This design comes from an exercise in tuning for small area, a short achievable clock period and few clock cycles per item on the open sky130 flow, not from production work.
No functional check of the RTL was part of any run shown here.
Power figures rest on the tool's default switching activity, not on a simulated workload.

===== design.v =====
module controller
(
    input  [7:0] u,
    input  [7:0] un,    
    output [15:0] v
);
wire new_n25, new_n26, new_n27, new_n28, new_n29, new_n30, new_n31, new_n32;
wire new_n33, new_n34, new_n35, new_n36, new_n37, new_n38, new_n39, new_n40;
wire new_n41, new_n42, new_n43, new_n44, new_n45, new_n46, new_n47, new_n48;
wire new_n49, new_n50, new_n51, new_n52, new_n53, new_n54, new_n55, new_n56;
wire new_n57, new_n58, new_n59, new_n60, new_n61, new_n62, new_n63, new_n64;
wire new_n65, new_n66, new_n67, new_n68, new_n69, new_n70, new_n71, new_n72;
wire new_n73, new_n74, new_n75, new_n76, new_n77, new_n78, new_n79, new_n80;
wire new_n81, new_n82, new_n83, new_n84, new_n85, new_n86, new_n87, new_n88;
wire new_n89, new_n90, new_n91, new_n92, new_n93, new_n94, new_n95, new_n96;
wire new_n97, new_n98, new_n99, new_n100, new_n101, new_n102, new_n103, new_n104;
wire new_n105, new_n106, new_n107, new_n108, new_n109, new_n110, new_n111, new_n112;
wire new_n113, new_n114, new_n115, new_n116, new_n117, new_n118, new_n119, new_n120;
wire new_n121, new_n122, new_n123, new_n124, new_n125, new_n126, new_n127, new_n128;
wire new_n129, new_n130, new_n131, new_n132, new_n133, new_n134, new_n135, new_n136;
wire new_n137, new_n138, new_n139, new_n140, new_n141, new_n142, new_n143, new_n144;
wire new_n145, new_n146, new_n147, new_n148, new_n149, new_n150, new_n151, new_n152;
wire new_n153, new_n154, new_n155, new_n156, new_n157, new_n158, new_n159, new_n160;
wire new_n161, new_n162, new_n163, new_n164, new_n165, new_n166, new_n167, new_n168;
wire new_n169, new_n170, new_n171, new_n172, new_n173, new_n174, new_n175, new_n176;
wire new_n177, new_n178, new_n179, new_n181, new_n182, new_n183, new_n184, new_n185;
wire new_n186, new_n187, new_n188, new_n189, new_n190, new_n191, new_n192, new_n193;
wire new_n194, new_n195, new_n196, new_n197, new_n198, new_n199, new_n200, new_n201;
wire new_n202, new_n203, new_n204, new_n205, new_n206, new_n207, new_n208, new_n209;
wire new_n210, new_n211, new_n212, new_n213, new_n214, new_n215, new_n216, new_n217;
wire new_n218, new_n219, new_n220, new_n221, new_n222, new_n223, new_n224, new_n225;
wire new_n226, new_n227, new_n228, new_n229, new_n230, new_n231, new_n232, new_n233;
wire new_n234, new_n235, new_n237, new_n238, new_n239, new_n240, new_n241, new_n242;
wire new_n243, new_n244, new_n245, new_n246, new_n247, new_n248, new_n249, new_n250;
wire new_n251, new_n252, new_n253, new_n254, new_n255, new_n256, new_n257, new_n258;
wire new_n259, new_n260, new_n261, new_n262, new_n263, new_n264, new_n265, new_n266;
wire new_n267, new_n268, new_n269, new_n270, new_n271, new_n272, new_n273, new_n274;
wire new_n275, new_n276, new_n277, new_n278, new_n279, new_n280, new_n281, new_n282;
wire new_n284, new_n285, new_n286, new_n287, new_n288, new_n289, new_n290, new_n291;
wire new_n292, new_n293, new_n294, new_n295, new_n296, new_n297, new_n298, new_n299;
wire new_n300, new_n301, new_n302, new_n303, new_n304, new_n305, new_n306, new_n307;
wire new_n308, new_n309, new_n310, new_n311, new_n312, new_n313, new_n314, new_n315;
wire new_n316, new_n317, new_n318, new_n319, new_n320, new_n321, new_n322, new_n323;
wire new_n324, new_n325, new_n326, new_n327, new_n328, new_n329, new_n330, new_n331;
wire new_n332, new_n333, new_n334, new_n335, new_n336, new_n337, new_n338, new_n339;
wire new_n340, new_n341, new_n342, new_n344, new_n345, new_n346, new_n347, new_n348;
wire new_n349, new_n350, new_n351, new_n352, new_n353, new_n354, new_n355, new_n356;
wire new_n357, new_n358, new_n359, new_n360, new_n361, new_n362, new_n363, new_n364;
wire new_n365, new_n366, new_n367, new_n368, new_n369, new_n370, new_n371, new_n372;
wire new_n373, new_n374, new_n375, new_n376, new_n377, new_n378, new_n379, new_n380;
wire new_n381, new_n382, new_n383, new_n384, new_n385, new_n386, new_n387, new_n388;
wire new_n389, new_n390, new_n391, new_n392, new_n393, new_n394, new_n395, new_n396;
wire new_n397, new_n398, new_n399, new_n400, new_n401, new_n402, new_n403, new_n404;
wire new_n405, new_n406, new_n408, new_n409, new_n410, new_n411, new_n412, new_n413;
wire new_n414, new_n415, new_n416, new_n417, new_n418, new_n419, new_n420, new_n421;
wire new_n422, new_n423, new_n424, new_n425, new_n426, new_n427, new_n428, new_n429;
wire new_n430, new_n431, new_n432, new_n433, new_n434, new_n435, new_n436, new_n437;
wire new_n438, new_n439, new_n440, new_n441, new_n442, new_n443, new_n444, new_n445;
wire new_n446, new_n447, new_n448, new_n449, new_n450, new_n451, new_n452, new_n453;
wire new_n454, new_n455, new_n456, new_n457, new_n458, new_n459, new_n460, new_n461;
wire new_n462, new_n464, new_n465, new_n466, new_n467, new_n468, new_n469, new_n470;
wire new_n471, new_n472, new_n473, new_n474, new_n475, new_n476, new_n477, new_n478;
wire new_n479, new_n480, new_n481, new_n482, new_n483, new_n484, new_n485, new_n486;
wire new_n487, new_n488, new_n489, new_n490, new_n491, new_n492, new_n493, new_n494;
wire new_n495, new_n496, new_n497, new_n498, new_n499, new_n500, new_n501, new_n502;
wire new_n504, new_n505, new_n506, new_n507, new_n508, new_n509, new_n510, new_n511;
wire new_n512, new_n513, new_n514, new_n515, new_n516, new_n517, new_n518, new_n519;
wire new_n520, new_n521, new_n522, new_n523, new_n524, new_n525, new_n526, new_n527;
wire new_n528, new_n529, new_n530, new_n531, new_n532, new_n533, new_n534, new_n535;
wire new_n536, new_n537, new_n538, new_n539, new_n540, new_n541, new_n542, new_n543;
wire new_n544, new_n545, new_n546, new_n547, new_n548, new_n549, new_n550, new_n551;
wire new_n552, new_n553, new_n554, new_n555, new_n556, new_n557, new_n558, new_n559;
wire new_n561, new_n562, new_n563, new_n564, new_n565, new_n566, new_n567, new_n568;
wire new_n569, new_n570, new_n571, new_n572, new_n573, new_n574, new_n575, new_n576;
wire new_n577, new_n578, new_n579, new_n580, new_n581, new_n582, new_n583, new_n584;
wire new_n585, new_n586, new_n587, new_n588, new_n589, new_n590, new_n591, new_n592;
wire new_n593, new_n594, new_n595, new_n596, new_n597, new_n598, new_n599, new_n600;
wire new_n601, new_n602, new_n603, new_n604, new_n606, new_n607, new_n608, new_n609;
wire new_n610, new_n611, new_n612, new_n613, new_n614, new_n615, new_n616, new_n617;
wire new_n618, new_n619, new_n620, new_n621, new_n622, new_n623, new_n624, new_n625;
wire new_n626, new_n627, new_n628, new_n629, new_n631, new_n632, new_n633, new_n634;
wire new_n635, new_n636, new_n637, new_n638, new_n639, new_n640, new_n641, new_n642;
wire new_n643, new_n644, new_n645, new_n646, new_n647, new_n648, new_n649, new_n650;
wire new_n651, new_n652, new_n653, new_n655, new_n656, new_n657, new_n658, new_n659;
wire new_n660, new_n661, new_n662, new_n663, new_n664, new_n665, new_n666, new_n667;
wire new_n668, new_n669, new_n670, new_n671, new_n672, new_n673, new_n674, new_n675;
wire new_n676, new_n677, new_n678, new_n679, new_n680, new_n681, new_n682, new_n683;
wire new_n684, new_n685, new_n686, new_n687, new_n688, new_n689, new_n690, new_n691;
wire new_n692, new_n693, new_n694, new_n695, new_n697, new_n698, new_n699, new_n700;
wire new_n701, new_n702, new_n703, new_n704, new_n705, new_n706, new_n707, new_n708;
wire new_n709, new_n710, new_n711, new_n712, new_n713, new_n714, new_n715, new_n717;
wire new_n718, new_n719, new_n720, new_n721, new_n722, new_n723, new_n724, new_n725;
wire new_n726, new_n727, new_n728, new_n729, new_n730, new_n731, new_n732, new_n734;
wire new_n735, new_n736, new_n737;
assign new_n25 = u[2] & u[3];
assign new_n26 = u[1] & ~new_n25;
assign new_n27 = un[3] & u[4];
assign new_n28 = u[5] & new_n27;
assign new_n29 = new_n26 & ~new_n28;
assign new_n30 = un[6] & u[7];
assign new_n31 = u[5] & u[6];
assign new_n32 = ~new_n30 & ~new_n31;
assign new_n33 = un[4] & un[5];
assign new_n34 = ~new_n32 & new_n33;
assign new_n35 = un[7] & ~new_n33;
assign new_n36 = ~new_n34 & ~new_n35;
assign new_n37 = new_n29 & new_n36;
assign new_n38 = un[5] & un[7];
assign new_n39 = un[0] & new_n38;
assign new_n40 = u[2] & un[6];
assign new_n41 = new_n39 & new_n40;
assign new_n42 = u[5] & un[6];
assign new_n43 = un[4] & un[7];
assign new_n44 = ~new_n42 & ~new_n43;
assign new_n45 = un[1] & un[4];
assign new_n46 = un[5] & ~new_n45;
assign new_n47 = new_n44 & ~new_n46;
assign new_n48 = un[2] & un[3];
assign new_n49 = ~new_n25 & ~new_n48;
assign new_n50 = new_n47 & ~new_n49;
assign new_n51 = un[3] & un[4];
assign new_n52 = new_n31 & new_n51;
assign new_n53 = un[1] & new_n52;
assign new_n54 = ~new_n50 & ~new_n53;
assign new_n55 = ~new_n41 & new_n54;
assign new_n56 = un[6] & un[7];
assign new_n57 = u[3] & un[4];
assign new_n58 = ~new_n27 & ~new_n57;
assign new_n59 = u[0] & u[1];
assign new_n60 = un[2] & new_n59;
assign new_n61 = ~new_n58 & new_n60;
assign new_n62 = un[0] & u[2];
assign new_n63 = ~new_n61 & ~new_n62;
assign new_n64 = ~new_n56 & ~new_n63;
assign new_n65 = new_n55 & ~new_n64;
assign new_n66 = u[7] & new_n33;
assign new_n67 = u[4] & u[5];
assign new_n68 = ~new_n66 & ~new_n67;
assign new_n69 = un[3] & ~new_n68;
assign new_n70 = new_n54 & new_n69;
assign new_n71 = un[1] & u[4];
assign new_n72 = un[7] & new_n71;
assign new_n73 = ~new_n67 & ~new_n72;
assign new_n74 = u[4] & un[5];
assign new_n75 = un[1] & un[3];
assign new_n76 = new_n74 & ~new_n75;
assign new_n77 = un[1] & u[5];
assign new_n78 = un[2] & u[3];
assign new_n79 = ~new_n77 & new_n78;
assign new_n80 = ~new_n76 & ~new_n79;
assign new_n81 = un[6] & ~new_n80;
assign new_n82 = ~new_n73 & new_n81;
assign new_n83 = un[0] & ~new_n82;
assign new_n84 = ~new_n70 & new_n83;
assign new_n85 = ~new_n65 & ~new_n84;
assign new_n86 = un[4] & ~new_n60;
assign new_n87 = u[5] & u[7];
assign new_n88 = ~new_n86 & new_n87;
assign new_n89 = ~new_n85 & ~new_n88;
assign new_n90 = u[1] & u[7];
assign new_n91 = u[4] & new_n90;
assign new_n92 = new_n42 & new_n45;
assign new_n93 = ~new_n91 & ~new_n92;
assign new_n94 = un[2] & new_n51;
assign new_n95 = un[0] & new_n94;
assign new_n96 = new_n51 & new_n56;
assign new_n97 = ~new_n95 & ~new_n96;
assign new_n98 = un[5] & u[6];
assign new_n99 = ~new_n59 & new_n98;
assign new_n100 = ~new_n42 & ~new_n99;
assign new_n101 = u[3] & u[4];
assign new_n102 = ~new_n100 & new_n101;
assign new_n103 = new_n97 & ~new_n102;
assign new_n104 = un[0] & un[1];
assign new_n105 = ~new_n103 & ~new_n104;
assign new_n106 = new_n93 & ~new_n105;
assign new_n107 = un[2] & un[6];
assign new_n108 = ~new_n106 & ~new_n107;
assign new_n109 = new_n94 & new_n98;
assign new_n110 = u[2] & un[5];
assign new_n111 = new_n56 & new_n110;
assign new_n112 = un[3] & u[5];
assign new_n113 = ~new_n71 & ~new_n112;
assign new_n114 = un[2] & u[6];
assign new_n115 = ~new_n113 & new_n114;
assign new_n116 = new_n71 & new_n112;
assign new_n117 = new_n115 & ~new_n116;
assign new_n118 = u[0] & ~new_n117;
assign new_n119 = ~new_n38 & ~new_n42;
assign new_n120 = u[1] & un[3];
assign new_n121 = u[4] & new_n120;
assign new_n122 = new_n119 & new_n121;
assign new_n123 = u[3] & un[7];
assign new_n124 = un[1] & un[6];
assign new_n125 = ~new_n123 & ~new_n124;
assign new_n126 = new_n110 & ~new_n125;
assign new_n127 = ~new_n122 & ~new_n126;
assign new_n128 = new_n118 & new_n127;
assign new_n129 = new_n111 & new_n128;
assign new_n130 = ~new_n109 & ~new_n129;
assign new_n131 = ~new_n108 & new_n130;
assign new_n132 = u[1] & u[3];
assign new_n133 = u[3] & u[7];
assign new_n134 = u[4] & new_n133;
assign new_n135 = ~new_n87 & ~new_n134;
assign new_n136 = un[6] & new_n110;
assign new_n137 = new_n51 & new_n136;
assign new_n138 = un[2] & new_n53;
assign new_n139 = ~new_n137 & ~new_n138;
assign new_n140 = new_n135 & new_n139;
assign new_n141 = new_n132 & ~new_n140;
assign new_n142 = u[3] & u[6];
assign new_n143 = un[0] & new_n142;
assign new_n144 = u[2] & u[4];
assign new_n145 = un[2] & un[4];
assign new_n146 = ~new_n144 & ~new_n145;
assign new_n147 = new_n143 & new_n146;
assign new_n148 = un[3] & new_n110;
assign new_n149 = u[6] & new_n148;
assign new_n150 = un[6] & new_n57;
assign new_n151 = u[4] & u[7];
assign new_n152 = un[3] & new_n151;
assign new_n153 = ~new_n150 & ~new_n152;
assign new_n154 = un[2] & un[5];
assign new_n155 = ~new_n153 & new_n154;
assign new_n156 = ~new_n149 & ~new_n155;
assign new_n157 = new_n104 & ~new_n156;
assign new_n158 = ~new_n147 & ~new_n157;
assign new_n159 = un[2] & new_n120;
assign new_n160 = new_n98 & new_n159;
assign new_n161 = u[1] & u[6];
assign new_n162 = un[2] & u[5];
assign new_n163 = new_n57 & new_n162;
assign new_n164 = new_n161 & new_n163;
assign new_n165 = ~new_n87 & ~new_n164;
assign new_n166 = new_n163 & new_n165;
assign new_n167 = ~new_n160 & ~new_n166;
assign new_n168 = u[1] & ~new_n56;
assign new_n169 = ~new_n124 & ~new_n168;
assign new_n170 = new_n33 & new_n169;
assign new_n171 = new_n25 & new_n170;
assign new_n172 = u[4] & new_n154;
assign new_n173 = new_n56 & new_n172;
assign new_n174 = ~new_n120 & new_n173;
assign new_n175 = ~new_n171 & ~new_n174;
assign new_n176 = new_n167 & new_n175;
assign new_n177 = new_n158 & new_n176;
assign new_n178 = ~new_n141 & new_n177;
assign new_n179 = new_n131 & new_n178;
assign v[8] = ~new_n89 | ~new_n179;
assign new_n181 = u[0] & v[8];
assign new_n182 = new_n37 & ~new_n181;
assign new_n183 = u[2] & new_n82;
assign new_n184 = ~new_n98 & new_n120;
assign new_n185 = u[2] & u[5];
assign new_n186 = ~new_n154 & ~new_n185;
assign new_n187 = u[7] & ~new_n186;
assign new_n188 = new_n184 & new_n187;
assign new_n189 = ~new_n25 & ~new_n59;
assign new_n190 = new_n66 & ~new_n189;
assign new_n191 = new_n27 & new_n38;
assign new_n192 = ~new_n150 & ~new_n191;
assign new_n193 = un[1] & un[2];
assign new_n194 = ~new_n192 & new_n193;
assign new_n195 = ~new_n190 & ~new_n194;
assign new_n196 = ~new_n188 & new_n195;
assign new_n197 = ~new_n183 & new_n196;
assign new_n198 = un[6] & new_n43;
assign new_n199 = u[4] & u[6];
assign new_n200 = ~new_n198 & ~new_n199;
assign new_n201 = un[1] & ~new_n200;
assign new_n202 = ~new_n142 & ~new_n201;
assign new_n203 = new_n185 & ~new_n202;
assign new_n204 = ~new_n80 & new_n169;
assign new_n205 = un[1] & u[6];
assign new_n206 = u[1] & ~new_n114;
assign new_n207 = ~new_n205 & ~new_n206;
assign new_n208 = new_n28 & new_n207;
assign new_n209 = new_n57 & new_n161;
assign new_n210 = u[0] & ~new_n209;
assign new_n211 = ~new_n208 & new_n210;
assign new_n212 = ~new_n204 & new_n211;
assign new_n213 = ~new_n203 & new_n212;
assign new_n214 = ~new_n140 & new_n193;
assign new_n215 = new_n213 & ~new_n214;
assign new_n216 = un[4] & u[5];
assign new_n217 = u[2] & new_n216;
assign new_n218 = ~new_n136 & ~new_n217;
assign new_n219 = un[7] & new_n75;
assign new_n220 = ~new_n218 & new_n219;
assign new_n221 = new_n27 & new_n154;
assign new_n222 = u[1] & u[4];
assign new_n223 = new_n98 & new_n222;
assign new_n224 = un[0] & ~new_n223;
assign new_n225 = ~new_n221 & new_n224;
assign new_n226 = ~new_n220 & new_n225;
assign new_n227 = u[5] & new_n56;
assign new_n228 = un[3] & ~new_n227;
assign new_n229 = u[3] & ~new_n67;
assign new_n230 = ~new_n228 & ~new_n229;
assign new_n231 = u[1] & un[2];
assign new_n232 = new_n230 & ~new_n231;
assign new_n233 = new_n226 & ~new_n232;
assign new_n234 = ~new_n215 & ~new_n233;
assign new_n235 = new_n197 & ~new_n234;
assign v[0] = new_n182 | ~new_n235;
assign new_n237 = un[0] & ~new_n139;
assign new_n238 = un[5] & new_n132;
assign new_n239 = ~new_n75 & ~new_n238;
assign new_n240 = u[0] & ~new_n239;
assign new_n241 = ~new_n56 & ~new_n240;
assign new_n242 = ~new_n237 & new_n241;
assign new_n243 = un[4] & u[7];
assign new_n244 = ~new_n163 & ~new_n243;
assign new_n245 = ~new_n242 & ~new_n244;
assign new_n246 = un[3] & new_n38;
assign new_n247 = ~new_n126 & ~new_n231;
assign new_n248 = new_n246 & ~new_n247;
assign new_n249 = un[2] & new_n45;
assign new_n250 = un[0] & u[1];
assign new_n251 = ~new_n57 & new_n250;
assign new_n252 = ~new_n249 & ~new_n251;
assign new_n253 = new_n98 & ~new_n252;
assign new_n254 = ~new_n71 & ~new_n94;
assign new_n255 = new_n87 & ~new_n254;
assign new_n256 = ~new_n253 & ~new_n255;
assign new_n257 = ~new_n248 & new_n256;
assign new_n258 = ~new_n245 & new_n257;
assign new_n259 = new_n56 & new_n77;
assign new_n260 = ~new_n57 & new_n98;
assign new_n261 = ~new_n259 & ~new_n260;
assign new_n262 = un[4] & ~new_n261;
assign new_n263 = new_n71 & new_n78;
assign new_n264 = ~new_n262 & ~new_n263;
assign new_n265 = new_n128 & new_n264;
assign new_n266 = u[2] & un[3];
assign new_n267 = ~new_n58 & ~new_n266;
assign new_n268 = ~new_n124 & ~new_n198;
assign new_n269 = new_n267 & ~new_n268;
assign new_n270 = u[7] & new_n154;
assign new_n271 = ~new_n94 & ~new_n270;
assign new_n272 = u[1] & ~new_n271;
assign new_n273 = u[2] & new_n134;
assign new_n274 = ~new_n272 & ~new_n273;
assign new_n275 = ~new_n269 & new_n274;
assign new_n276 = new_n67 & new_n266;
assign new_n277 = u[1] & new_n102;
assign new_n278 = ~new_n276 & ~new_n277;
assign new_n279 = ~new_n161 & ~new_n278;
assign new_n280 = un[0] & ~new_n279;
assign new_n281 = new_n275 & new_n280;
assign new_n282 = ~new_n265 & ~new_n281;
assign v[1] = ~new_n258 | new_n282;
assign new_n284 = new_n162 & new_n198;
assign new_n285 = ~new_n151 & ~new_n284;
assign new_n286 = ~new_n66 & ~new_n199;
assign new_n287 = ~new_n186 & ~new_n286;
assign new_n288 = new_n285 & ~new_n287;
assign new_n289 = new_n75 & ~new_n288;
assign new_n290 = new_n38 & new_n51;
assign new_n291 = u[0] & ~new_n87;
assign new_n292 = ~new_n223 & new_n291;
assign new_n293 = ~new_n290 & new_n292;
assign new_n294 = new_n152 & ~new_n293;
assign new_n295 = ~new_n289 & ~new_n294;
assign new_n296 = ~new_n59 & ~new_n119;
assign new_n297 = un[0] & un[6];
assign new_n298 = new_n132 & ~new_n297;
assign new_n299 = u[0] & u[4];
assign new_n300 = ~new_n110 & ~new_n299;
assign new_n301 = new_n298 & ~new_n300;
assign new_n302 = new_n78 & ~new_n301;
assign new_n303 = ~new_n296 & new_n302;
assign new_n304 = ~new_n107 & ~new_n303;
assign new_n305 = u[1] & u[5];
assign new_n306 = ~new_n43 & new_n305;
assign new_n307 = ~new_n238 & ~new_n306;
assign new_n308 = ~new_n304 & ~new_n307;
assign new_n309 = new_n295 & ~new_n308;
assign new_n310 = un[7] & new_n150;
assign new_n311 = new_n293 & ~new_n310;
assign new_n312 = u[4] & un[7];
assign new_n313 = un[0] & un[4];
assign new_n314 = ~new_n90 & ~new_n313;
assign new_n315 = ~new_n312 & new_n314;
assign new_n316 = new_n286 & ~new_n315;
assign new_n317 = un[5] & new_n71;
assign new_n318 = un[2] & ~new_n317;
assign new_n319 = ~new_n316 & ~new_n318;
assign new_n320 = ~new_n237 & ~new_n319;
assign new_n321 = ~new_n311 & ~new_n320;
assign new_n322 = new_n309 & ~new_n321;
assign new_n323 = new_n78 & ~new_n87;
assign new_n324 = un[0] & ~new_n323;
assign new_n325 = new_n43 & new_n98;
assign new_n326 = ~new_n87 & ~new_n325;
assign new_n327 = ~new_n317 & new_n326;
assign new_n328 = new_n324 & ~new_n327;
assign new_n329 = ~new_n96 & ~new_n328;
assign new_n330 = ~new_n40 & ~new_n114;
assign new_n331 = new_n222 & ~new_n330;
assign new_n332 = un[1] & new_n33;
assign new_n333 = ~new_n331 & ~new_n332;
assign new_n334 = ~new_n123 & ~new_n333;
assign new_n335 = ~new_n259 & ~new_n334;
assign new_n336 = ~new_n193 & ~new_n334;
assign new_n337 = new_n67 & ~new_n336;
assign new_n338 = new_n335 & ~new_n337;
assign new_n339 = u[0] & ~new_n338;
assign new_n340 = new_n329 & ~new_n339;
assign new_n341 = new_n75 & new_n175;
assign new_n342 = ~new_n340 & ~new_n341;
assign v[2] = ~new_n322 | new_n342;
assign new_n344 = ~new_n152 & ~new_n227;
assign new_n345 = u[4] & new_n98;
assign new_n346 = new_n344 & ~new_n345;
assign new_n347 = new_n133 & new_n154;
assign new_n348 = new_n346 & ~new_n347;
assign new_n349 = un[1] & ~new_n348;
assign new_n350 = u[0] & new_n349;
assign new_n351 = un[0] & new_n222;
assign new_n352 = un[6] & ~new_n48;
assign new_n353 = new_n216 & ~new_n352;
assign new_n354 = ~new_n351 & ~new_n353;
assign new_n355 = new_n78 & new_n198;
assign new_n356 = un[5] & new_n133;
assign new_n357 = ~new_n355 & ~new_n356;
assign new_n358 = new_n313 & ~new_n357;
assign new_n359 = new_n354 & ~new_n358;
assign new_n360 = un[6] & ~new_n148;
assign new_n361 = new_n133 & ~new_n186;
assign new_n362 = new_n360 & ~new_n361;
assign new_n363 = u[3] & new_n222;
assign new_n364 = ~new_n313 & ~new_n363;
assign new_n365 = ~new_n157 & new_n364;
assign new_n366 = ~new_n362 & ~new_n365;
assign new_n367 = new_n359 & ~new_n366;
assign new_n368 = ~new_n350 & ~new_n367;
assign new_n369 = new_n250 & new_n357;
assign new_n370 = new_n56 & new_n121;
assign new_n371 = u[3] & new_n110;
assign new_n372 = u[6] & ~new_n33;
assign new_n373 = un[6] & new_n33;
assign new_n374 = ~new_n372 & ~new_n373;
assign new_n375 = un[4] & new_n374;
assign new_n376 = new_n371 & new_n375;
assign new_n377 = ~new_n370 & ~new_n376;
assign new_n378 = new_n369 & new_n377;
assign new_n379 = ~new_n185 & ~new_n270;
assign new_n380 = ~new_n366 & ~new_n379;
assign new_n381 = new_n378 & ~new_n380;
assign new_n382 = new_n368 & ~new_n381;
assign new_n383 = u[0] & un[2];
assign new_n384 = ~new_n98 & new_n383;
assign new_n385 = ~new_n133 & ~new_n384;
assign new_n386 = new_n98 & ~new_n383;
assign new_n387 = new_n385 & ~new_n386;
assign new_n388 = new_n332 & ~new_n387;
assign new_n389 = ~new_n82 & ~new_n388;
assign new_n390 = new_n87 & ~new_n193;
assign new_n391 = u[0] & un[3];
assign new_n392 = ~new_n144 & ~new_n391;
assign new_n393 = new_n390 & ~new_n392;
assign new_n394 = u[2] & ~new_n56;
assign new_n395 = ~new_n124 & new_n394;
assign new_n396 = new_n299 & ~new_n305;
assign new_n397 = new_n107 & ~new_n133;
assign new_n398 = new_n396 & ~new_n397;
assign new_n399 = un[2] & u[4];
assign new_n400 = ~new_n185 & ~new_n399;
assign new_n401 = new_n219 & ~new_n400;
assign new_n402 = ~new_n398 & ~new_n401;
assign new_n403 = ~new_n395 & ~new_n402;
assign new_n404 = ~new_n393 & ~new_n403;
assign new_n405 = new_n389 & new_n404;
assign new_n406 = new_n130 & new_n405;
assign v[3] = new_n382 | ~new_n406;
assign new_n408 = ~new_n33 & new_n62;
assign new_n409 = new_n56 & ~new_n185;
assign new_n410 = ~new_n408 & new_n409;
assign new_n411 = new_n51 & ~new_n62;
assign new_n412 = ~new_n216 & ~new_n411;
assign new_n413 = u[1] & ~new_n412;
assign new_n414 = new_n410 & ~new_n413;
assign new_n415 = new_n98 & ~new_n104;
assign new_n416 = new_n27 & new_n415;
assign new_n417 = ~new_n25 & new_n56;
assign new_n418 = ~new_n416 & ~new_n417;
assign new_n419 = ~new_n414 & ~new_n418;
assign new_n420 = un[1] & ~new_n38;
assign new_n421 = u[1] & un[6];
assign new_n422 = ~new_n420 & ~new_n421;
assign new_n423 = new_n25 & ~new_n104;
assign new_n424 = new_n422 & new_n423;
assign new_n425 = ~new_n56 & new_n193;
assign new_n426 = new_n216 & new_n425;
assign new_n427 = un[1] & new_n38;
assign new_n428 = ~new_n58 & new_n427;
assign new_n429 = new_n107 & new_n428;
assign new_n430 = ~new_n426 & ~new_n429;
assign new_n431 = ~new_n424 & new_n430;
assign new_n432 = ~new_n419 & new_n431;
assign new_n433 = ~new_n142 & ~new_n347;
assign new_n434 = ~new_n154 & new_n161;
assign new_n435 = new_n433 & ~new_n434;
assign new_n436 = u[6] & new_n193;
assign new_n437 = u[4] & ~new_n436;
assign new_n438 = ~new_n435 & ~new_n437;
assign new_n439 = new_n75 & ~new_n119;
assign new_n440 = ~new_n75 & ~new_n87;
assign new_n441 = ~new_n132 & ~new_n440;
assign new_n442 = ~new_n439 & new_n441;
assign new_n443 = ~new_n438 & ~new_n442;
assign new_n444 = new_n175 & new_n443;
assign new_n445 = ~new_n337 & new_n444;
assign new_n446 = new_n280 & new_n445;
assign new_n447 = new_n161 & ~new_n216;
assign new_n448 = new_n323 & ~new_n447;
assign new_n449 = new_n186 & new_n205;
assign new_n450 = ~new_n78 & ~new_n449;
assign new_n451 = ~new_n448 & ~new_n450;
assign new_n452 = ~new_n94 & ~new_n217;
assign new_n453 = new_n56 & ~new_n452;
assign new_n454 = u[3] & ~new_n56;
assign new_n455 = new_n144 & new_n454;
assign new_n456 = u[0] & ~new_n455;
assign new_n457 = ~new_n453 & new_n456;
assign new_n458 = ~new_n451 & new_n457;
assign new_n459 = new_n346 & new_n379;
assign new_n460 = new_n120 & ~new_n459;
assign new_n461 = new_n458 & ~new_n460;
assign new_n462 = ~new_n446 & ~new_n461;
assign v[4] = ~new_n432 | new_n462;
assign new_n464 = new_n28 & ~new_n193;
assign new_n465 = u[5] & ~new_n104;
assign new_n466 = new_n25 & new_n43;
assign new_n467 = ~new_n465 & new_n466;
assign new_n468 = un[0] & new_n332;
assign new_n469 = new_n467 & ~new_n468;
assign new_n470 = ~new_n263 & ~new_n469;
assign new_n471 = ~new_n464 & new_n470;
assign new_n472 = un[6] & ~new_n471;
assign new_n473 = ~new_n270 & ~new_n371;
assign new_n474 = u[4] & ~new_n473;
assign new_n475 = ~new_n104 & ~new_n301;
assign new_n476 = new_n474 & ~new_n475;
assign new_n477 = u[0] & ~new_n222;
assign new_n478 = ~new_n46 & new_n114;
assign new_n479 = ~new_n477 & new_n478;
assign new_n480 = new_n136 & new_n219;
assign new_n481 = new_n353 & new_n423;
assign new_n482 = ~new_n480 & ~new_n481;
assign new_n483 = ~new_n479 & new_n482;
assign new_n484 = ~new_n476 & new_n483;
assign new_n485 = ~new_n472 & new_n484;
assign new_n486 = u[7] & ~new_n45;
assign new_n487 = ~new_n112 & ~new_n198;
assign new_n488 = ~new_n486 & new_n487;
assign new_n489 = un[2] & ~new_n323;
assign new_n490 = un[3] & new_n227;
assign new_n491 = ~new_n489 & ~new_n490;
assign new_n492 = ~new_n488 & ~new_n491;
assign new_n493 = ~new_n149 & ~new_n492;
assign new_n494 = ~new_n349 & new_n493;
assign new_n495 = un[0] & ~new_n170;
assign new_n496 = ~new_n494 & ~new_n495;
assign new_n497 = new_n485 & ~new_n496;
assign new_n498 = ~new_n52 & ~new_n361;
assign new_n499 = ~new_n137 & new_n498;
assign new_n500 = new_n167 & new_n499;
assign new_n501 = ~new_n85 & new_n500;
assign new_n502 = new_n250 & ~new_n501;
assign v[5] = ~new_n497 | new_n502;
assign new_n504 = ~new_n87 & ~new_n107;
assign new_n505 = ~new_n186 & new_n504;
assign new_n506 = ~new_n39 & ~new_n227;
assign new_n507 = ~new_n505 & new_n506;
assign new_n508 = new_n51 & ~new_n507;
assign new_n509 = un[5] & ~new_n48;
assign new_n510 = un[0] & u[6];
assign new_n511 = ~new_n509 & new_n510;
assign new_n512 = u[5] & ~new_n49;
assign new_n513 = new_n511 & ~new_n512;
assign new_n514 = u[1] & ~new_n152;
assign new_n515 = u[4] & new_n56;
assign new_n516 = new_n25 & new_n515;
assign new_n517 = new_n514 & ~new_n516;
assign new_n518 = ~new_n513 & new_n517;
assign new_n519 = ~new_n508 & new_n518;
assign new_n520 = u[5] & ~new_n285;
assign new_n521 = ~new_n187 & ~new_n520;
assign new_n522 = u[0] & ~new_n521;
assign new_n523 = new_n519 & ~new_n522;
assign new_n524 = new_n78 & new_n98;
assign new_n525 = un[1] & ~new_n134;
assign new_n526 = ~new_n524 & new_n525;
assign new_n527 = ~new_n41 & new_n526;
assign new_n528 = new_n148 & ~new_n286;
assign new_n529 = new_n527 & ~new_n528;
assign new_n530 = ~new_n523 & ~new_n529;
assign new_n531 = ~new_n120 & ~new_n145;
assign new_n532 = ~new_n162 & ~new_n531;
assign new_n533 = new_n33 & ~new_n96;
assign new_n534 = ~new_n532 & new_n533;
assign new_n535 = u[3] & new_n67;
assign new_n536 = new_n40 & new_n535;
assign new_n537 = new_n210 & ~new_n536;
assign new_n538 = ~new_n534 & new_n537;
assign new_n539 = ~new_n25 & new_n87;
assign new_n540 = ~new_n466 & ~new_n539;
assign new_n541 = un[1] & ~new_n540;
assign new_n542 = u[1] & u[2];
assign new_n543 = u[4] & ~new_n542;
assign new_n544 = ~new_n25 & new_n31;
assign new_n545 = new_n543 & new_n544;
assign new_n546 = ~new_n173 & ~new_n545;
assign new_n547 = ~new_n541 & new_n546;
assign new_n548 = new_n538 & new_n547;
assign new_n549 = new_n150 & ~new_n542;
assign new_n550 = ~new_n186 & new_n549;
assign new_n551 = new_n136 & new_n222;
assign new_n552 = ~new_n110 & new_n151;
assign new_n553 = ~new_n551 & ~new_n552;
assign new_n554 = ~new_n550 & new_n553;
assign new_n555 = u[7] & ~new_n33;
assign new_n556 = new_n159 & new_n555;
assign new_n557 = un[0] & ~new_n556;
assign new_n558 = new_n554 & new_n557;
assign new_n559 = ~new_n548 & ~new_n558;
assign v[6] = new_n530 | new_n559;
assign new_n561 = ~new_n179 & new_n305;
assign new_n562 = u[2] & ~new_n468;
assign new_n563 = ~new_n561 & new_n562;
assign new_n564 = ~new_n121 & ~new_n535;
assign new_n565 = u[6] & ~new_n564;
assign new_n566 = ~new_n25 & ~new_n565;
assign new_n567 = ~new_n563 & ~new_n566;
assign new_n568 = u[7] & ~new_n48;
assign new_n569 = ~new_n332 & new_n568;
assign new_n570 = new_n51 & ~new_n207;
assign new_n571 = ~new_n569 & ~new_n570;
assign new_n572 = ~new_n305 & ~new_n571;
assign new_n573 = ~new_n25 & new_n305;
assign new_n574 = ~new_n371 & ~new_n573;
assign new_n575 = new_n199 & ~new_n574;
assign new_n576 = new_n537 & ~new_n575;
assign new_n577 = ~new_n572 & new_n576;
assign new_n578 = ~new_n71 & new_n148;
assign new_n579 = new_n179 & new_n578;
assign new_n580 = new_n557 & ~new_n579;
assign new_n581 = ~new_n577 & ~new_n580;
assign new_n582 = new_n38 & new_n85;
assign new_n583 = u[3] & new_n173;
assign new_n584 = u[1] & ~new_n583;
assign new_n585 = ~new_n374 & new_n383;
assign new_n586 = new_n217 & new_n510;
assign new_n587 = new_n66 & new_n78;
assign new_n588 = ~new_n586 & ~new_n587;
assign new_n589 = ~new_n585 & new_n588;
assign new_n590 = new_n584 & new_n589;
assign new_n591 = ~new_n191 & ~new_n260;
assign new_n592 = un[2] & ~new_n591;
assign new_n593 = ~new_n163 & ~new_n310;
assign new_n594 = ~new_n592 & new_n593;
assign new_n595 = new_n589 & ~new_n594;
assign new_n596 = new_n148 & new_n299;
assign new_n597 = new_n243 & new_n266;
assign new_n598 = un[1] & ~new_n597;
assign new_n599 = ~new_n596 & new_n598;
assign new_n600 = ~new_n595 & new_n599;
assign new_n601 = ~new_n590 & ~new_n600;
assign new_n602 = ~new_n520 & ~new_n601;
assign new_n603 = ~new_n582 & new_n602;
assign new_n604 = ~new_n581 & new_n603;
assign v[7] = new_n567 | ~new_n604;
assign new_n606 = ~new_n148 & new_n510;
assign new_n607 = ~new_n532 & new_n606;
assign new_n608 = new_n186 & new_n222;
assign new_n609 = new_n607 & ~new_n608;
assign new_n610 = u[1] & new_n217;
assign new_n611 = ~new_n172 & ~new_n610;
assign new_n612 = new_n123 & ~new_n611;
assign new_n613 = ~new_n96 & ~new_n209;
assign new_n614 = un[5] & ~new_n613;
assign new_n615 = new_n67 & new_n107;
assign new_n616 = ~new_n614 & ~new_n615;
assign new_n617 = new_n118 & new_n616;
assign new_n618 = ~new_n612 & new_n617;
assign new_n619 = new_n377 & new_n618;
assign new_n620 = ~new_n609 & ~new_n619;
assign new_n621 = ~new_n132 & ~new_n216;
assign new_n622 = un[7] & ~new_n301;
assign new_n623 = u[4] & ~new_n544;
assign new_n624 = new_n42 & new_n423;
assign new_n625 = ~new_n623 & ~new_n624;
assign new_n626 = new_n622 & new_n625;
assign new_n627 = ~new_n214 & new_n626;
assign new_n628 = ~new_n67 & new_n104;
assign new_n629 = new_n516 & ~new_n628;
assign v[13] = ~new_n627 & ~new_n629;
assign new_n631 = ~new_n621 & ~v[13];
assign new_n632 = new_n297 & ~new_n631;
assign new_n633 = new_n620 & ~new_n632;
assign new_n634 = un[0] & new_n49;
assign new_n635 = u[6] & new_n38;
assign new_n636 = un[1] & ~new_n635;
assign new_n637 = ~new_n634 & new_n636;
assign new_n638 = new_n119 & ~new_n146;
assign new_n639 = ~new_n216 & new_n266;
assign new_n640 = new_n172 & new_n297;
assign new_n641 = ~new_n639 & ~new_n640;
assign new_n642 = ~new_n638 & new_n641;
assign new_n643 = new_n637 & ~new_n642;
assign new_n644 = u[2] & new_n104;
assign new_n645 = un[7] & ~new_n644;
assign new_n646 = ~new_n57 & ~new_n151;
assign new_n647 = u[0] & un[5];
assign new_n648 = new_n542 & ~new_n647;
assign new_n649 = new_n646 & ~new_n648;
assign new_n650 = ~new_n172 & ~new_n649;
assign new_n651 = ~new_n645 & new_n650;
assign new_n652 = ~new_n388 & new_n651;
assign new_n653 = ~new_n643 & ~new_n652;
assign v[9] = new_n633 | ~new_n653;
assign new_n655 = un[1] & new_n376;
assign new_n656 = u[6] & new_n542;
assign new_n657 = un[6] & ~new_n110;
assign new_n658 = u[6] & ~new_n193;
assign new_n659 = ~new_n657 & ~new_n658;
assign new_n660 = ~new_n656 & ~new_n659;
assign new_n661 = new_n112 & new_n313;
assign new_n662 = un[3] & ~new_n71;
assign new_n663 = ~new_n229 & ~new_n662;
assign new_n664 = ~new_n661 & ~new_n663;
assign new_n665 = ~new_n660 & ~new_n664;
assign new_n666 = new_n121 & ~new_n344;
assign new_n667 = u[7] & new_n145;
assign new_n668 = ~new_n120 & new_n667;
assign new_n669 = new_n165 & ~new_n668;
assign new_n670 = ~new_n666 & new_n669;
assign new_n671 = ~new_n665 & new_n670;
assign new_n672 = ~new_n655 & new_n671;
assign new_n673 = un[1] & ~new_n454;
assign new_n674 = new_n292 & ~new_n673;
assign new_n675 = un[3] & ~new_n292;
assign new_n676 = ~new_n674 & ~new_n675;
assign new_n677 = ~new_n28 & ~new_n42;
assign new_n678 = ~new_n516 & new_n677;
assign new_n679 = ~new_n38 & ~new_n110;
assign new_n680 = new_n51 & ~new_n679;
assign new_n681 = new_n678 & ~new_n680;
assign new_n682 = ~new_n676 & ~new_n681;
assign new_n683 = u[0] & ~new_n682;
assign new_n684 = new_n676 & new_n681;
assign new_n685 = new_n683 & ~new_n684;
assign new_n686 = u[1] & new_n114;
assign new_n687 = u[4] & new_n686;
assign new_n688 = ~new_n92 & ~new_n416;
assign new_n689 = ~new_n687 & new_n688;
assign new_n690 = ~new_n45 & ~new_n150;
assign new_n691 = new_n185 & ~new_n690;
assign new_n692 = ~new_n170 & ~new_n691;
assign new_n693 = new_n689 & new_n692;
assign new_n694 = new_n83 & new_n693;
assign new_n695 = ~new_n685 & ~new_n694;
assign v[10] = ~new_n672 | new_n695;
assign new_n697 = ~new_n470 & ~v[13];
assign new_n698 = new_n345 & ~new_n391;
assign new_n699 = ~new_n119 & new_n628;
assign new_n700 = ~new_n698 & ~new_n699;
assign new_n701 = ~new_n428 & new_n700;
assign new_n702 = ~new_n697 & new_n701;
assign new_n703 = u[2] & ~new_n702;
assign new_n704 = u[6] & ~new_n186;
assign new_n705 = u[0] & new_n120;
assign new_n706 = ~new_n28 & ~new_n705;
assign new_n707 = new_n704 & ~new_n706;
assign new_n708 = ~new_n303 & ~new_n707;
assign new_n709 = un[5] & ~new_n268;
assign new_n710 = un[2] & ~new_n151;
assign new_n711 = ~new_n628 & new_n710;
assign new_n712 = ~new_n372 & new_n711;
assign new_n713 = ~new_n709 & new_n712;
assign new_n714 = new_n708 & ~new_n713;
assign new_n715 = new_n140 & new_n714;
assign v[11] = new_n703 | ~new_n715;
assign new_n717 = new_n32 & new_n78;
assign new_n718 = ~new_n555 & ~new_n717;
assign new_n719 = ~new_n214 & new_n718;
assign new_n720 = new_n121 & ~new_n510;
assign new_n721 = ~new_n28 & ~new_n720;
assign new_n722 = ~new_n337 & new_n721;
assign new_n723 = un[7] & new_n700;
assign new_n724 = new_n475 & new_n625;
assign new_n725 = new_n723 & ~new_n724;
assign new_n726 = ~new_n67 & ~new_n375;
assign new_n727 = ~new_n104 & ~new_n726;
assign new_n728 = ~new_n25 & ~new_n727;
assign new_n729 = ~new_n725 & ~new_n728;
assign new_n730 = new_n722 & ~new_n729;
assign new_n731 = ~new_n107 & ~new_n154;
assign new_n732 = ~new_n730 & new_n731;
assign v[12] = ~new_n719 | new_n732;
assign new_n734 = u[5] & ~new_n138;
assign new_n735 = ~new_n516 & new_n734;
assign new_n736 = new_n629 & ~new_n734;
assign new_n737 = un[7] & ~new_n736;
assign v[14] = new_n735 | ~new_n737;
assign v[15] = ~new_n56 | new_n536;
endmodule
module cordic_engine
#(
    parameter IO_BW=32
)
(
    clk,
    rst_n,
    phase,
    mode,
    pop,
    valid_in,
    valid_out,
    result
);
input   clk;
input   rst_n;
input   valid_in;
input   [IO_BW-1:0] phase;
input   [2:0] mode;
output  [IO_BW-1:0] result;
output reg valid_out;
output reg pop;
wire [9:0] p = phase[9:0];
wire dbl = (mode == 3'd2) | (mode == 3'd3) | (mode == 3'd4);    
wire zer = (mode > 3'd4);
function gt;
    input [9:0] a;
    input [9:0] k;
    integer i;
    begin
        gt = 1'b0;
        for (i = 0; i < 10; i = i + 1)
            gt = k[i] ? (a[i] & gt) : (a[i] | gt);
    end
endfunction
wire g1 = gt(p, 10'd90),  g2 = gt(p, 10'd180), g3 = gt(p, 10'd270), g4 = gt(p, 10'd360);
wire g5 = gt(p, 10'd450), g6 = gt(p, 10'd540), g7 = gt(p, 10'd630);
wire [2:0] r = {g4, (g2 & ~g4) | g6, (g1 & ~g2) | (g3 & ~g4) | (g5 & ~g6) | g7};
wire [7:0] pp = zer ? 8'd0 : dbl ? {p[6:0], 1'b0} : p[7:0];
reg       v1;
reg [7:0] pp1;
reg [2:0] r1;
reg       c0, c1, c2, c3, c4;    
always @(posedge clk) begin
    if (!rst_n) begin
        v1  <= 1'b0;
        pop <= 1'b1;
    end else begin
        v1  <= valid_in;
        pop <= 1'b0;
    end
    pp1 <= pp;
    r1  <= r;
    c0  <= (mode == 3'd0);
    c1  <= (mode == 3'd1);
    c2  <= (mode == 3'd2);
    c3  <= (mode == 3'd3);
    c4  <= (mode == 3'd4);
end
wire [9:0] lut;
assign lut[0] = (c0 & ((r1[1]))) |
    (c1 & ((~r1[1]))) |
    ((c2 | c3) & ((~r1[0]))) |
    (c4 & ((r1[0])));
assign lut[1] = 1'b0;
assign lut[2] = c1 |
    (c2 | c3);
assign lut[3] = (c0 & ((~r1[2] & r1[1]) | (r1[2] & ~r1[1]))) |
    (c1 & ((~r1[2] & r1[1]) | (r1[2] & ~r1[1]))) |
    ((c2 | c3) & ((~r1[1] & r1[0]) | (r1[1] & ~r1[0]))) |
    (c4 & ((~r1[1] & r1[0]) | (r1[1] & ~r1[0])));
assign lut[4] = (c0 & ((r1[2]))) |
    (c1 & ((~r1[1]))) |
    ((c2 | c3) & ((~r1[2] & ~r1[0]) | (r1[2] & r1[0]))) |
    (c4 & ((~r1[2] & r1[1]) | (r1[2] & ~r1[1])));
assign lut[5] = (c0 & ((~r1[2] & r1[1]))) |
    (c1 & ((~r1[2] & ~r1[1]) | (r1[2] & r1[1]))) |
    ((c2 | c3) & ((~r1[2] & ~r1[1] & ~r1[0]) | (~r1[2] & r1[1] & r1[0]) | (r1[2] & ~r1[1] & r1[0]) | (r1[2] & r1[1] & ~r1[0]))) |
    (c4 & ((~r1[1] & r1[0]) | (r1[2] & ~r1[1]) | (r1[2] & r1[0])));
assign lut[6] = (c0 & ((r1[1]))) |
    (c1 & ((r1[1]))) |
    ((c2 | c3) & ((~r1[2] & r1[0]) | (~r1[1] & r1[0]) | (r1[2] & r1[1] & ~r1[0]))) |
    (c4 & ((~r1[2] & r1[0]) | (r1[2] & r1[1] & ~r1[0])));
assign lut[7] = (c0 & ((r1[2]))) |
    (c1 & ((~r1[2] & ~r1[1]) | (r1[2] & r1[1]))) |
    ((c2 | c3) & ((~r1[1] & ~r1[0]) | (~r1[2] & r1[1] & r1[0]) | (r1[2] & ~r1[0]))) |
    (c4 & ((r1[1])));
assign lut[8] = (c0 & ((r1[1]))) |
    (c1 & ((~r1[1]))) |
    ((c2 | c3) & ((~r1[0]))) |
    (c4 & ((r1[0])));
assign lut[9] = (c0 & ((r1[2]))) |
    (c1 & ((~r1[2] & r1[1]) | (r1[2] & ~r1[1]))) |
    (c2 & ((~r1[1] & ~r1[0]) | (r1[1] & r1[0]))) |
    (c3 & ((~r1[1] & r1[0]) | (r1[1] & ~r1[0]))) |
    (c4 & ((r1[1])));
wire [7:0] u = (pp1 ^ {8{lut[8]}}) + lut[7:0];
reg       v2, inv2, sh2, m23_2, isx2;
reg [7:0] u2, u2n;    
always @(posedge clk) begin
    if (!rst_n) v2 <= 1'b0;
    else        v2 <= v1;
    u2    <= u;
    u2n   <= ~u;
    inv2  <= lut[9] & ~(c4 & (r1 == 3'd3) & (pp1 == 8'd208));
    sh2   <= c2 | c3 | c4;
    m23_2 <= c2 | c3;
    isx2  <= c1 | c2 | c3;
end
wire [15:0] t;
controller controller (.u(u2), .un(u2n), .v(t));
wire sp = isx2 & (u2 == 8'd90);
reg        v3, inv3, sh3, m23_3, sp3;
reg [15:0] t3;
always @(posedge clk) begin
    if (!rst_n) v3 <= 1'b0;
    else        v3 <= v2;
    t3    <= t;
    sp3   <= sp;
    inv3  <= inv2;
    sh3   <= sh2;
    m23_3 <= m23_2;
end
wire [15:0] tv = {t3[15:3], sp3 ? 3'b100 : t3[2:0]};
reg  [14:0] r_lo;
reg         r15, rs, rsv;
always @(posedge clk) begin
    if (!rst_n) valid_out <= 1'b0;
    else        valid_out <= v3;
    r_lo <= (sh3 ? tv[15:1] : tv[14:0]) ^ {15{inv3}};
    r15  <= sh3 ? (m23_3 ^ inv3) : (tv[15] ^ inv3);
    rs   <= ~m23_3 & inv3;
    rsv  <= ~m23_3 & inv3 & v3;    
end
assign result = {{8{rs}}, {8{rsv}}, r15, r_lo};
endmodule

===== config.mk =====
export PLATFORM = sky130hd
export DESIGN_NAME = cordic_engine
export DESIGN_NICKNAME = cordic_engine
export VERILOG_FILES = /design/flow/design.v
export SDC_FILE = /design/flow/constraint.sdc
export NUM_CORES = 4
export LEC_CHECK = 0
export ABC_AREA = 1
export CAP_MARGIN = 20
export CORE_MARGIN = 2
export CORE_UTILIZATION = 40
export PLACE_DENSITY = 0.6
export SETUP_SLACK_MARGIN = 3.8
export SLEW_MARGIN = 20

===== constraint.sdc =====
create_clock -name core_clock -period 6.0 [get_ports {clk}]
set_input_delay 1.2000 -clock core_clock [delete_from_list [all_inputs] [get_ports {clk}]]
set_output_delay 1.2000 -clock core_clock [all_outputs]
set_load 0.01 [all_outputs]

===== standard.sh =====
#!/bin/bash
# synth_recipe.tcl (not shown) runs the flow's synth.tcl, then flattens the netlist and writes it again
# the make line also repeats each setting of config.mk as NAME=value (left out here)
make -C /OpenROAD-flow-scripts/flow DESIGN_CONFIG=/design/flow/config.mk WORK_HOME=/design/flow/orfs CLKGATE_MAP_FILE= SYNTH_SCRIPT=/design/flow/synth_recipe.tcl "${@:-finish}"

===== flow/run.sh =====
#!/bin/bash
# Own flow: the standard layout (standard.sh, all steps) with ADDER_MAP_FILE empty,
# so that synthesis leaves the additions to ABC instead of extracting half/full-adder
# cells (which ABC cannot restructure). Registers, SDC, floorplan, power grid and the
# rest of the flow are the standard ones.
set -euo pipefail
bash standard.sh ADDER_MAP_FILE= finish > layout.log 2>&1

==> run summary, run 1 <==
Status
The run finished with no timing, DRC or antenna violations.

STA
The max-slew headroom at the worst pin is 52.3%. Setup repair after global routing could not meet its margin everywhere. The final count of pins violating max slew is 0.

In the final timing run, aggregate negative setup slack is 0 ps. The worst hold slack after final layout is roughly 320 ps. Setup slack closes at ~3800 ps. The hold violation count in the final report came to 0. At the pin with the least slew margin, the transition time is about 720 ps. Setup violations remaining at the end of the flow were counted as 0. After layout, the worst path uses between 30% and 40% of the clock period. The routed design could run at a clock period as short as 2220 ps.

For the final database, setup skew stands at 9.56 ps. Static timing analysis puts the maximum clock frequency at approximately 450 MHz.

Synth
The combined area of all synthesized cells is 0.00584 mm². Summing the sequential cell areas from Yosys gives between 20% and 30% of the chip area. The number of enable-type register cells in the synthesized netlist is 0. The most used flip-flop cell after synthesis is dfxtp_1. The synthesized area per cell is ~6 µm². By count the netlist is led by nand2_1, inv_1, dfxtp_1. The number of synthesized register bits is 79. The proportion of synthesized flip-flops having asynchronous set or reset is 0%. The largest total area in the synthesized netlist belongs to dfxtp_1. By area the synthesized netlist is led by dfxtp_1, nand2_1, inv_1. The leading cell type by number of instances after synthesis is nand2_1. Synthesis produced 966 cells. The count of unique library cells instantiated by Yosys is between 50 and 60. The net count after synthesis is around 1000. The total number of yosys warnings is 1. The top cell type by area accounts for between 20% and 30% of the synthesized area.

Floorplanning
The horizontal extent of the die is 125 µm. The core region is between 0.01 and 0.015 mm². The starting density of the core is 40.6%.

The die outline area is ~0.016 mm². Measured along the y axis, the die boundary spans around 120 µm. The placement row count is 44. The count of boundary I/O pins is between 70 and 80.

Detailed routing
For this block, the routed nets add up to 25.7 mm of wire. The number of DRC violations after detailed routing is 0. The per-cell via count in the routed design is just over 6. The routed wirelength normalized by instance count is between 20 and 25 µm. The count of TritonRoute iterations in the first routing pass is 9.

The detail route stage leaves a number of antenna-violating nets equal to 0. The number of vias in the routed layout is roughly 7200. The detailed router finished its first iteration with about 1200 violations.

Place
Once placement completed, the tool counted placed cells totaling approximately 1200. At the end of routability-driven placement, the weighted congestion stood at about 1.2. Prior to clock tree synthesis, the placed netlist has a worst setup slack of roughly 3200 ps. The final HPWL from detailed placement is 19.1 mm. The count of buffers added on input and output ports is just under 50.

Clock tree
The number of sinks handled by clock tree synthesis is 79. The clock edge transition at the registers on the reported setup and hold paths is ~60 ps. The later pin in the worst-skew pair is clocked with a latency of 340 ps.

In this run the clock root is driven by a clkbuf_16. The TritonCTS buffer count is 9. Counting along the longest clock path gives a buffer depth of 2.

The count of hold buffers inserted by post-cts repair is 0. TritonCTS built the clock tree. The deepest level of the CTS H-tree is 3.

Setup path
The worst setup path category is reg2reg. The launch point of the worst reg-to-reg path is u2n[4]. The worst setup path is captured at a flip-flop. The worst setup slack for register-to-register paths is between 3000 and 4000 ps. Counting cells, the worst reg-to-reg path comes to 11. The launching element of the worst setup path is u2n[4]. The maximum fanout along the worst path is 15.

The endpoint of the lowest-slack register-to-register path is t3[9]. The critical path arrival is 2490 ps. STA classifies the critical path startpoint as a flip-flop. For the worst setup path, the data required time is around 6300 ps.

Hold path
The cell depth of the worst hold path is 0. The startpoint identified for the worst hold timing path is sh2. The min-delay analysis places its worst path in the category reg2reg. The hold path endpoint is sh3.

Cells and area
The number of non-filler instances in the completed layout is between 1000 and 1500. The final-stage net count is about 1000. The share of cells above drive strength 1 is 12.9%. The number of inserted filler cells in the final layout is ~1500. The sequential cell area is around 0.0016 mm². In the final layout, the multi-input gates occupy between 0.003 and 0.004 mm². Compared with the post-synthesis result, the final layout area differs by 17.4%.

GRT
The initial antenna violation count is 0. The all-layer global routing usage is a little under a third. The first global-routing pass estimated 38.1 mm of wire.

Summed over all layers, the global routing overflow is 0. The number of global-route vias before repair was between 6000 and 7000. The pin count of the biggest net entering global routing is 21.

Pwr
For this design the static power due to leakage is 3.50 nW. The maximum vdd ir drop is 413 µV. The overall power consumption is roughly 3.5 mW. Dividing total power by cell area gives a power density of slightly above 500 mW/mm².

Job
The reported max-cap violation count is 0.
[logic make-up after synthesis]
family / after synthesis / synth area share, %
flip-flops: 79 / 27.1
AND/OR/NAND/NOR: 496 / 36.3
XOR/XNOR: 25 / 3.88
buffers and inverters: 168 / 12.7
AO/OA/AOI/OAI: 198 / 20.0
[power by group]
group / internal, mW / switching [mW] / total (mW)
Combinational: 0.580 / 1.47 / 2.05
Clock: 0.298 / 0.225 / 0.522
Sequential: 0.700 / 0.179 / 0.879
[stage by stage]
step	cell area (µm²)	utilization [%]
after floorplan	5840	-
after global placement	6320	44.0
after detailed placement	6320	44.0
after CTS	6670	46.4
after global routing	6850	47.7
final	6850	47.7
[cells in the final DEF, fill, tap and decap left out, drive strengths merged, types with 4 or more instances in the layout]
cell,count
nand3,60
nand2,316
o21ai,76
a31oi,8
dlygate4sd2,28
inv,122
or2,5
o22ai,9
dfxtp,79
o21bai,6
nor3,14
nand4,14
o211ai,8
clkbuf,12
nor2,81
o31ai,7
clkdlybuf4s15,9
xor2,22
a221oi,5
clkinvlp,5
buf,11
o2111ai,4
a21oi,58
clkdlybuf4s50,8
[metal layers]
metal	part of all wire (%)	global-route usage, %	wire length (µm)
met3	16	13.6	4050
met4	7.7	18.0	1980
met2	37	42.8	9590
met1	39	42.3	10000
met5	0	0	0
[final cells by class]
| class | instances | area share, % |
|---|---|---|
| inverter | 122 | 7.01 |
| sequential | 79 | 23.6 |
| clock buffer | 10 | 3.49 |
| antenna | 1 | 0.0365 |
| multi-input combinational | 719 | 53.7 |
| tap | 184 | 3.36 |
| clock inverter | 6 | 0.730 |
| timing repair buffer | 60 | 8.11 |
[worst max-delay path by stage]
| stage | end | slack, ps |
|---|---|---|
| after floorplan | r1[0] | 4040 |
| after global placement | t3[0] | 3030 |
| after detailed placement | pp1[5] | 3220 |
| after CTS | t3[0] | 3740 |
| after global routing | t3[7] | 3760 |
| final | t3[9] | 3780 |
[repair_timing]
item | 4_1_cts | 5_1_grt
resized for setup | 82 | 65
pin swaps | 0 | 1
endpoints found under the setup margin | 60 | 34
buffers inserted | 0 | 5
[flip-flops by register name (all words and copies together), names as in the netlist, 3 cells and up]
name  cells
pp1       8
r1        3
r_lo     15
t3       16
u2        8
u2n       8
[worst max-delay path, stage by stage, from the launching register on]
cell and delay [ps]:
dfxtp_1 320, buf_6 230, nand2_2 200, nand2_1 120
o21ai_1 70, inv_1 80, nand2_1 150, nor2_2 250
a21oi_1 110, a41oi_1 340, o21ai_1 120, nand2_1 130
==> inputs of run 2 (changes only) <==
--- a/config.mk
+++ b/config.mk
@@ -10,5 +10,5 @@
 export CORE_MARGIN = 2
 export CORE_UTILIZATION = 40
 export PLACE_DENSITY = 0.6
-export SETUP_SLACK_MARGIN = 3.8
+export SETUP_SLACK_MARGIN = 3.95
 export SLEW_MARGIN = 20
==> run summary, run 2 <==
Cells and area
The share of cells above drive strength 1 came to 19.9% (+7.1 points). Leaving out fill and tap cells, the most frequent cell in the layout is nand2_1. The final-stage net count is 1048 (+1.8%). The number of inserted filler cells in the final layout is 1505 (-0.33%). In the layout the commonest cells are nand2_1, inv_1, dfxtp_1, nor2_1, o21ai_0. The area used by multi-input combinational logic came to 0.00376 mm² (+2.3%). In the final layout, the registers with the most flip-flops are t3 (16), r_lo (15).

The fraction of the core area covered by cells at the end of the flow is 48.7% (+0.97 points). The flip-flop count of the largest register, all copies and words added is 16 (unchanged). t3 holds more flip-flops than any other register. The area growth from synthesis to layout is 19.8%. The sequential cell area is 0.00163 mm² (+0.70%).

Synth
nand2_1 is the most common cell in the netlist. The count of unique library cells instantiated by Yosys is 51 (unchanged). The part of the Yosys area used for sequential elements is 27.1% (unchanged). Ranked by instance count, the synthesized netlist is headed by nand2_1, inv_1, dfxtp_1. The synthesized area per cell came to 6.04 µm² (unchanged). The net count after synthesis is 1004 (unchanged). After synthesis, the cell types taking the most area are dfxtp_1, nand2_1, inv_1. The number of synthesized register bits came to 79 (unchanged). The combined area of all synthesized cells came to 0.00584 mm² (unchanged). The proportion of synthesized flip-flops having asynchronous set or reset is 0% (unchanged). In the synthesized netlist the dominant register cell turns out to be dfxtp_1. The area share of the leading cell type in the synthesized netlist was 27.1% (unchanged). The number of instances in the synthesized netlist is 966 (unchanged).

The number of enable-type register cells in the synthesized netlist is 0 (unchanged). The biggest area consumer among synthesized cells is dfxtp_1. The total number of yosys warnings was 1 (unchanged).

STA
The final count of pins violating max slew is 0 (unchanged). The max-slew headroom at the worst pin came to 52.3% (about the same). The hold violation count in the final report is 0 (unchanged). The worst hold slack after final layout is 324 ps (+0.445 ps). The minimum clock period after layout came to 2200 ps (-19.7 ps).

The actual transition at the worst max-transition pin came to 715 ps (-0.307 ps). The worst clock skew is 10.1 ps (+0.580 ps). The setup-violating endpoint count in the final report is 0 (unchanged). Setup repair after global routing could not meet its margin everywhere. The fmax is 454 MHz (+0.89%). The summed negative setup slack over all endpoints was 0 ps (unchanged). The share of the clock period used by the worst path is 36.7% (-0.33 points).

Setup path
The number of cells traversed by the worst register-to-register path was 9 (-2). The signal on the critical path passes through buf_6 -> nand2_2 -> inv_2 -> nor3_2 -> o21ai_0 -> o21ai_0 -> nand3_1 -> nor2_1 -> nand2_1. The critical-path cell with the highest stage delay is dfxtp_1. The worst register-to-register path ends at t3[2]. The startpoint identified for the worst register-to-register timing path is u2[5]. The worst setup path is launched from a flip-flop. The worst setup path is of the reg2reg kind.

The maximum fanout along the worst path is 15 (unchanged). The delay contributed by the slowest stage of the critical path is 310 ps (-30 ps). The most used cell along the critical path is o21ai_0. The critical path arrival is 2360 ps (-130 ps). The worst path required time is 6160 ps (-100 ps).

The worst setup slack for register-to-register paths came to 3800 ps (+20 ps). The sort of element at the end of the critical path is a flip-flop.

Hold path
The hold path endpoint is sh3. The cell depth of the worst hold path is 0 (unchanged). The worst hold path belongs to the class reg2reg. The worst min-delay path startpoint is sh2.

Status
The run finished with no timing, DRC or antenna violations.

Floorplanning
The count of boundary I/O pins is 72 (unchanged). The die height is 125 µm (unchanged). The starting density of the core is 40.6% (unchanged). The horizontal extent of the die was 125 µm (unchanged). The die outline area is 0.0156 mm² (unchanged).

The placement row count is 44 (unchanged). The core outline area is 0.0144 mm² (unchanged).

Clock tree
The insertion delay of the later-clocked pin in the worst-skew pair was 340 ps (about the same). The TritonCTS buffer count was 9 (unchanged). The clock tree from TritonCTS is yes.

The deepest level of the CTS H-tree came to 3 (unchanged). The number of sinks handled by clock tree synthesis is 79 (unchanged). The clock edge transition at the registers on the reported setup and hold paths is 70 ps (about the same). The maximum clock path buffer count was 2 (unchanged). The root buffer cell is clkbuf_16.

Detailed routing
The count of antenna-violating nets left after detailed routing is 0 (unchanged). The number of vias in the routed layout came to 7425 (+2.7%). The wire length after detailed routing came to 26.4 mm (+3.1%).

The count of TritonRoute iterations in the first routing pass was 9 (unchanged). The number of DRC violations after detailed routing came to 0 (unchanged). The initial DRC count was 1258 (+6.1%). The per-cell via count in the routed design is 6.19 (+1.0%).

The routed wirelength normalized by instance count is 22.0 µm (+1.4%).

GRT
The first-pass GRT wire length is 38.3 mm (+0.47%). The sum of overflow across all layers after global routing came to 0 (unchanged). The initial antenna violation count came to 1 (+1). The met1 usage is 42.2% (-0.053 points). The number of global-route vias before repair was 6472 (+0.75%). The all-layer global routing usage came to 32.0% (+0.13 points). The pin count of the biggest net entering global routing came to 21 (unchanged).

The global routing usage on met3 is 13.9% (+0.30 points). The most used routing layer in global routing is met2. The met2 track utilization from global routing is 42.9% (+0.064 points).

Place
The final HPWL from detailed placement is 19.1 mm (unchanged). The quantity of I/O buffers inserted on ports is 49 (unchanged). The routability congestion estimate from global placement came to 1.19 (unchanged).

Pwr
The power density over the cells came to 515 mW/mm² (+2.1%). The maximum vdd ir drop is 337 µV (-19%). The overall power consumption is 3.60 mW (+4.1%).

The reported leakage power is 3.58 nW (+2.3%).

Job
The reported max-cap violation count is 0 (unchanged).
-- run 2: critical path, delay by kind of cell (launching register included) --
kind            cells  cell delay [ps]
simple gates        5              960
compound gates      2              420
buf+inv             2              320
flops               1              310
-- run 2: layout make-up --
class	count	area share, %
antenna	1	0.0358
timing repair buffer	78	8.36
tap	184	3.29
clock buffer	10	3.42
clock inverter	6	0.716
multi-input combinational	720	53.8
inverter	122	7.05
sequential	79	23.3
-- run 2: timing repair --
action,in CTS,in global routing
gates resized for setup,218,69
pin swaps,2,2
cloned,1,0
endpoints found under the setup margin,62,41
buffers inserted,3,20
hold buffers,0,0
-- run 2: where the power goes --
group          internal [mW]  total (mW)  switching (mW)
sequential             0.702       0.883           0.181
clock                  0.298       0.524           0.227
combinational          0.646        2.19            1.55
-- run 2: stage by stage --
| stage | cell area (µm²) | setup slack (ps) | std cells |
|---|---|---|---|
| after floorplan | 5840 | 4040 | 966 |
| after global placement | 6320 | 3030 | 1159 |
| after detailed placement | 6320 | 3220 | 1159 |
| after CTS | 6640 | 3860 | 1179 |
| after global routing | 6990 | 3890 | 1199 |
| final | 6990 | 3800 | 1200 |
-- run 2: routing by layer --
metal	vias up	share of wire (%)
li1	3263	-
met1	3203	38
met2	717	37
met3	240	17
met4	2	8.1
met5	-	0.053
-- run 2: logic make-up after synthesis --
kind of cell / synth area share, %
flip-flops: 27.1
XOR/XNOR: 3.88
buffers and inverters: 12.7
AO/OA/AOI/OAI: 20.0
AND/OR/NAND/NOR: 36.3
-- run 2: worst max-delay path by stage --
stage,slack [ps],to,cells past startpoint,start
3_5_place_dp,3220,pp1[5],4,mode[2]
2_1_floorplan,4040,r1[0],6,phase[0]
5_1_grt,3890,t3[0],12,u2[4]
6_report,3800,t3[2],9,u2[5]
3_3_place_gp,3030,t3[0],9,u2n[2]
4_1_cts,3860,t3[0],11,u2n[2]

what the ideal ports hide:
In the flow no input, the clock included, has a driving cell. The finished layouts below were timed again as built, in two steps.
Step 1 sets driving cells, clkbuf_16 on the clock port and buf_2 on the other inputs (assumed; they add their load-dependent delay and slew).
Step 2, shift: input delay + t, output delay - t, t = (earliest + latest rising clock arrival at the registers) / 2. This alone moves slack from input paths to output paths.
Three values: ideal ports, drivers, drivers and shift; two values: the first two.
run | t (ns) | setup WS [ns] | worst register clock-pin slew, ns
run 1 | 0.379 | 3.780 / 3.773 / 3.500 | 0.06 / 0.06
run 2 | 0.382 | 3.799 / 3.799 / 3.634 | 0.07 / 0.07
After both steps setup and hold are still met in every run listed. For run 1, which loses most, drivers alone change the setup slack by -0.007 ns; drivers and shift together by -0.280 ns.
